Source: an optimization exercise on an open RTL-to-GDS flow (aim: small area and a short achievable clock period). Production flows keep margins and buffers that such runs may drop.
At most, simulation tests tie the RTL to the original design; equivalence was not proved.
No activity file was given, so power comes from the tool's default toggle rates.

==> flow/design.v <==
module ALU_PG (
    input  [15:0] data1,
    input  [15:0] data2,
    input         sub,
    output [15:0] p,
    output [15:0] g
);
    wire [15:0] b = data2 ^ {16{sub}};
    assign p = (data1 ^ data2) ^ {16{sub}};
    assign g = {data1[15:1] & b[15:1], (data1[0] & b[0]) | (p[0] & sub)};
endmodule
module ALU (
    input  [15:0] p,
    input  [15:0] g,
    input         sub,
    output [15:0] sum,
    output [15:0] and_result,
    output [15:0] or_result
);
    wire [15:0] g1, p1, g2, p2, g3, p3, c;
    genvar i;
    generate
        for (i = 0; i < 16; i = i + 1) begin : l1
            if (i >= 1) begin
                assign g1[i] = g[i] | (p[i] & g[i-1]);
                assign p1[i] = p[i] & p[i-1];
            end else begin
                assign g1[i] = g[i];
                assign p1[i] = p[i];
            end
        end
        for (i = 0; i < 16; i = i + 1) begin : l2
            if (i >= 2) begin
                assign g2[i] = g1[i] | (p1[i] & g1[i-2]);
                assign p2[i] = p1[i] & p1[i-2];
            end else begin
                assign g2[i] = g1[i];
                assign p2[i] = p1[i];
            end
        end
        for (i = 0; i < 16; i = i + 1) begin : l3
            if (i >= 4) begin
                assign g3[i] = g2[i] | (p2[i] & g2[i-4]);
                assign p3[i] = p2[i] & p2[i-4];
            end else begin
                assign g3[i] = g2[i];
                assign p3[i] = p2[i];
            end
        end
        for (i = 0; i < 16; i = i + 1) begin : l4
            if (i >= 8)
                assign c[i] = g3[i] | (p3[i] & g3[i-8]);
            else
                assign c[i] = g3[i];
        end
    endgenerate
    assign sum = p ^ {c[14:0], sub};
    assign and_result = g;
    assign or_result  = p | g;
endmodule
module Control_Unit (
    input  [3:0] opcode,
    output       mem_read,
    output       mem_write,
    output       reg_write,
    output [1:0] alu_op
);
    assign mem_read  = (opcode == 4'd5);
    assign mem_write = (opcode == 4'd6);
    assign reg_write = (opcode >= 4'd1) && (opcode <= 4'd5);
    assign alu_op    = (opcode == 4'd2) ? 2'd1 :
                       (opcode == 4'd3) ? 2'd2 :
                       (opcode == 4'd4) ? 2'd3 : 2'd0;
endmodule
module Register_File (
    input         clk,
    input         reset,
    input  [3:0]  next_reg1,     
    input  [3:0]  next_reg2,
    input  [15:0] read_sel1,     
    input  [15:0] read_sel2,
    input  [15:0] write_en,      
    input  [15:0] write_data,
    output reg [15:0] next_sel1,
    output reg [15:0] next_sel2,
    output reg [15:0] reg_data1,
    output reg [15:0] reg_data2
);
    reg [15:0] registers [0:15];
    reg        clear;
    integer i;
    always @(posedge clk or posedge reset) begin
        if (reset)
            clear <= 1'b1;
        else
            clear <= 1'b0;
    end
    always @(posedge clk) begin
        for (i = 0; i < 16; i = i + 1)
            if (write_en[i] || clear)
                registers[i] <= write_data & {16{~clear}};
    end
    always @(*) begin
        for (i = 0; i < 16; i = i + 1) begin
            next_sel1[i] = next_reg1 == i;
            next_sel2[i] = next_reg2 == i;
        end
    end
    always @(*) begin
        reg_data1 = 16'b0;
        reg_data2 = 16'b0;
        for (i = 0; i < 16; i = i + 1) begin
            reg_data1 = reg_data1 | (registers[i] & {16{read_sel1[i]}});
            reg_data2 = reg_data2 | (registers[i] & {16{read_sel2[i]}});
        end
    end
endmodule
module Hazard_Detection_Unit (
    input        clk,
    input        reset,
    input        id_mem_read,
    input  [3:0] id_rd,
    input  [15:0] instr,
    output reg   stall
);
    always @(posedge clk or posedge reset) begin
        if (reset)
            stall <= 1'b0;
        else if (id_mem_read && (id_rd == instr[11:8] || id_rd == instr[7:4]))
            stall <= 1'b1;
    end
endmodule
module CPU (
    input clk,
    input reset,
    output [15:0] pc,
    input [15:0] instr,
    output [15:0] alu_out,
    output mem_read,
    output mem_write,
    input [15:0] mem_data
);
    wire stall;
    reg        started;
    reg        ex_sel_sum, ex_sel_and, ex_sel_or, wb_hold;
    reg [15:0] pc_reg;
    reg        id_mem_read, id_mem_write, id_reg_write;
    reg [1:0]  id_alu_op;
    reg        id_sub;
    reg [3:0]  id_ra;
    reg [15:0] id_sel1, id_sel2;   
    reg [15:0] ex_p, ex_g;
    reg        ex_sub;
    reg        ex_mem_read, ex_reg_write;
    reg [3:0]  ex_rd;
    reg [15:0] wb_result;
    reg        wb_mem_read;
    reg [15:0] wb_we;        
    wire       dec_mem_read, dec_mem_write, dec_reg_write;
    wire [1:0] dec_alu_op;
    wire [15:0] next_sel1, next_sel2;
    wire [15:0] rf_data1, rf_data2, id_p, id_g, alu_sum, alu_and, alu_or;
    reg  [15:0] ex_we;
    Control_Unit cu (
        .opcode(instr[15:12]),
        .mem_read(dec_mem_read),
        .mem_write(dec_mem_write),
        .reg_write(dec_reg_write),
        .alu_op(dec_alu_op)
    );
    Hazard_Detection_Unit hdu (
        .clk(clk),
        .reset(reset),
        .id_mem_read(id_mem_read),
        .id_rd(id_ra),
        .instr(instr),
        .stall(stall)
    );
    always @(posedge clk or posedge reset) begin
        if (reset) begin
            pc_reg       <= 16'b0;
            id_mem_read  <= 1'b0;
            id_mem_write <= 1'b0;
            id_reg_write <= 1'b0;
        end else begin
            pc_reg <= pc_reg + {15'b0, ~stall};
            if (!stall) begin
                id_mem_read  <= dec_mem_read;
                id_mem_write <= dec_mem_write;
            end
            id_reg_write <= dec_reg_write;
        end
    end
    always @(posedge clk) begin
        id_alu_op <= dec_alu_op;
        id_sub    <= dec_alu_op == 2'd1;
        id_ra     <= instr[11:8];
        id_sel1   <= next_sel1;
        id_sel2   <= next_sel2;
    end
    Register_File rf (
        .clk(clk),
        .reset(reset),
        .next_reg1(instr[11:8]),
        .next_reg2(instr[7:4]),
        .read_sel1(id_sel1),
        .read_sel2(id_sel2),
        .write_en(wb_we),
        .write_data(wb_mem_read ? mem_data : wb_result),
        .next_sel1(next_sel1),
        .next_sel2(next_sel2),
        .reg_data1(rf_data1),
        .reg_data2(rf_data2)
    );
    ALU_PG alu_pg (
        .data1(rf_data1),
        .data2(rf_data2),
        .sub(id_sub),
        .p(id_p),
        .g(id_g)
    );
    always @(posedge clk or posedge reset) begin
        if (reset)
            ex_reg_write <= 1'b0;
        else
            ex_reg_write <= id_reg_write;
    end
    always @(posedge clk) begin
        ex_p        <= id_p;
        ex_g        <= id_g;
        ex_sub      <= id_sub;
        ex_mem_read <= id_mem_read;
        ex_rd       <= id_ra;
    end
    ALU alu (
        .p(ex_p),
        .g(ex_g),
        .sub(ex_sub),
        .sum(alu_sum),
        .and_result(alu_and),
        .or_result(alu_or)
    );
    integer i;
    always @(*)
        for (i = 0; i < 16; i = i + 1)
            ex_we[i] = ex_reg_write && ex_rd == i;
    always @(posedge clk or posedge reset) begin
        if (reset) begin
            started      <= 1'b0;
            ex_sel_sum   <= 1'b0;
            ex_sel_and   <= 1'b0;
            ex_sel_or    <= 1'b0;
            wb_hold      <= 1'b0;
            wb_result    <= 16'b0;
            wb_we        <= 16'b0;
        end else begin
            started      <= 1'b1;
            ex_sel_sum   <= started & ~stall & ~id_alu_op[1];
            ex_sel_and   <= started & ~stall & (id_alu_op == 2'd2);
            ex_sel_or    <= started & ~stall & (id_alu_op == 2'd3);
            wb_hold      <= started & stall;
            wb_result    <= (alu_sum & {16{ex_sel_sum}}) | (alu_and & {16{ex_sel_and}})
                          | (alu_or & {16{ex_sel_or}}) | (wb_result & {16{wb_hold}});
            wb_we        <= ex_we;
        end
    end
    always @(posedge clk)
        wb_mem_read <= ex_mem_read;
    assign pc       = pc_reg;
    assign alu_out  = wb_result;
    assign mem_read = id_mem_read;
    assign mem_write = id_mem_write;
endmodule
clock: 3.5 ns
lec_check: 0
cap_margin: 20
core_margin: 2
core_utilization: 60
cts_buf_list: sky130_fd_sc_hd__clkbuf_16
cts_cluster_diameter: 80
cts_cluster_size: 24
setup_slack_margin: 1.6
slew_margin: 20
standard.sh (not shown) runs the stock make flow with config.mk's settings and CLKGATE_MAP_FILE= SYNTH_SCRIPT=/design/flow/synth_recipe.tcl, a recipe that flattens the netlist after the stock synthesis.
==> flow/flow/run.sh <==
#!/bin/bash
set -euo pipefail
bash standard.sh synth > synth.log 2>&1
bash standard.sh MATCH_CELL_FOOTPRINT=0 \
  "BUFFER_PORTS_ARGS=-buffer_cell sky130_fd_sc_hd__buf_2" \
  "CTS_ARGS=-sink_clustering_enable -repair_clock_nets -buf_list sky130_fd_sc_hd__clkbuf_16 -sink_clustering_size 24 -sink_clustering_max_diameter 80 -dont_use_dummy_load" \
  finish > layout.log 2>&1
Rerun with:
--- a/flow/design.v
+++ b/flow/design.v
@@ -87,23 +87,24 @@
     output reg [15:0] reg_data2
 );
     reg [15:0] registers [0:15];
-    reg        clear;
+    reg [15:0] valid;
+    wire [15:0] we = write_en;
     integer i;
-    always @(posedge clk or posedge reset) begin
-        if (reset)
-            clear <= 1'b1;
-        else
-            clear <= 1'b0;
-    end
     always @(posedge clk) begin
         for (i = 0; i < 16; i = i + 1)
-            if (write_en[i] || clear)
-                registers[i] <= write_data & {16{~clear}};
+            if (we[i])
+                registers[i] <= write_data;
+    end
+    always @(posedge clk or posedge reset) begin
+        if (reset)
+            valid <= 16'b0;
+        else
+            valid <= valid | we;
     end
     always @(*) begin
         for (i = 0; i < 16; i = i + 1) begin
-            next_sel1[i] = next_reg1 == i;
-            next_sel2[i] = next_reg2 == i;
+            next_sel1[i] = (valid[i] || we[i]) && next_reg1 == i;
+            next_sel2[i] = (valid[i] || we[i]) && next_reg2 == i;
         end
     end
     always @(*) begin
Design area went up by 1.3%.
Total power went down by 4.5%.
Routed wire length barely changes.
Global-route usage fell by 0.80 points.
Hold slack loses 0.028 ns.
Die area goes up by about 2.4%.
Core utilization decreases by 1.0 points.
Setup slack is better by 0.23 ns.
First-iteration DRC count goes up by about 5%.
Clock-buffer cell count is higher by 1.
Fmax goes up by about 12%.
Via count came out lower by 0.40%.
For the first run of this note, only the layout was checked, not whether the RTL still works.

separate check: timing with driven ports:
In the flow no input, the clock included, has a driving cell. The finished layouts below were timed again as built, in two steps. Step 1 sets driving cells, clkbuf_16 on the clock port and buf_2 on the other inputs (assumed; they add their load-dependent delay and slew). Step 2, shift: input delay + t, output delay - t, t = (earliest + latest rising clock arrival at the registers) / 2. This alone moves slack from input paths to output paths. Slacks: no drivers / after step 1 / after step 2; pairs: no drivers / after step 1.
run | shift t [ns] | slack for setup (ns) | slew at the worst register clock pin (ns)
the first run | 0.569 | 1.368 / 1.368 / 1.368 | 0.10 / 0.10
the second run | 0.582 | 1.599 / 1.599 / 1.582 | 0.10 / 0.10
After both steps every run listed still meets setup and hold. The setup slack of the second run, which loses most, moves by 0.000 ns with the drivers and by -0.017 ns with both steps.
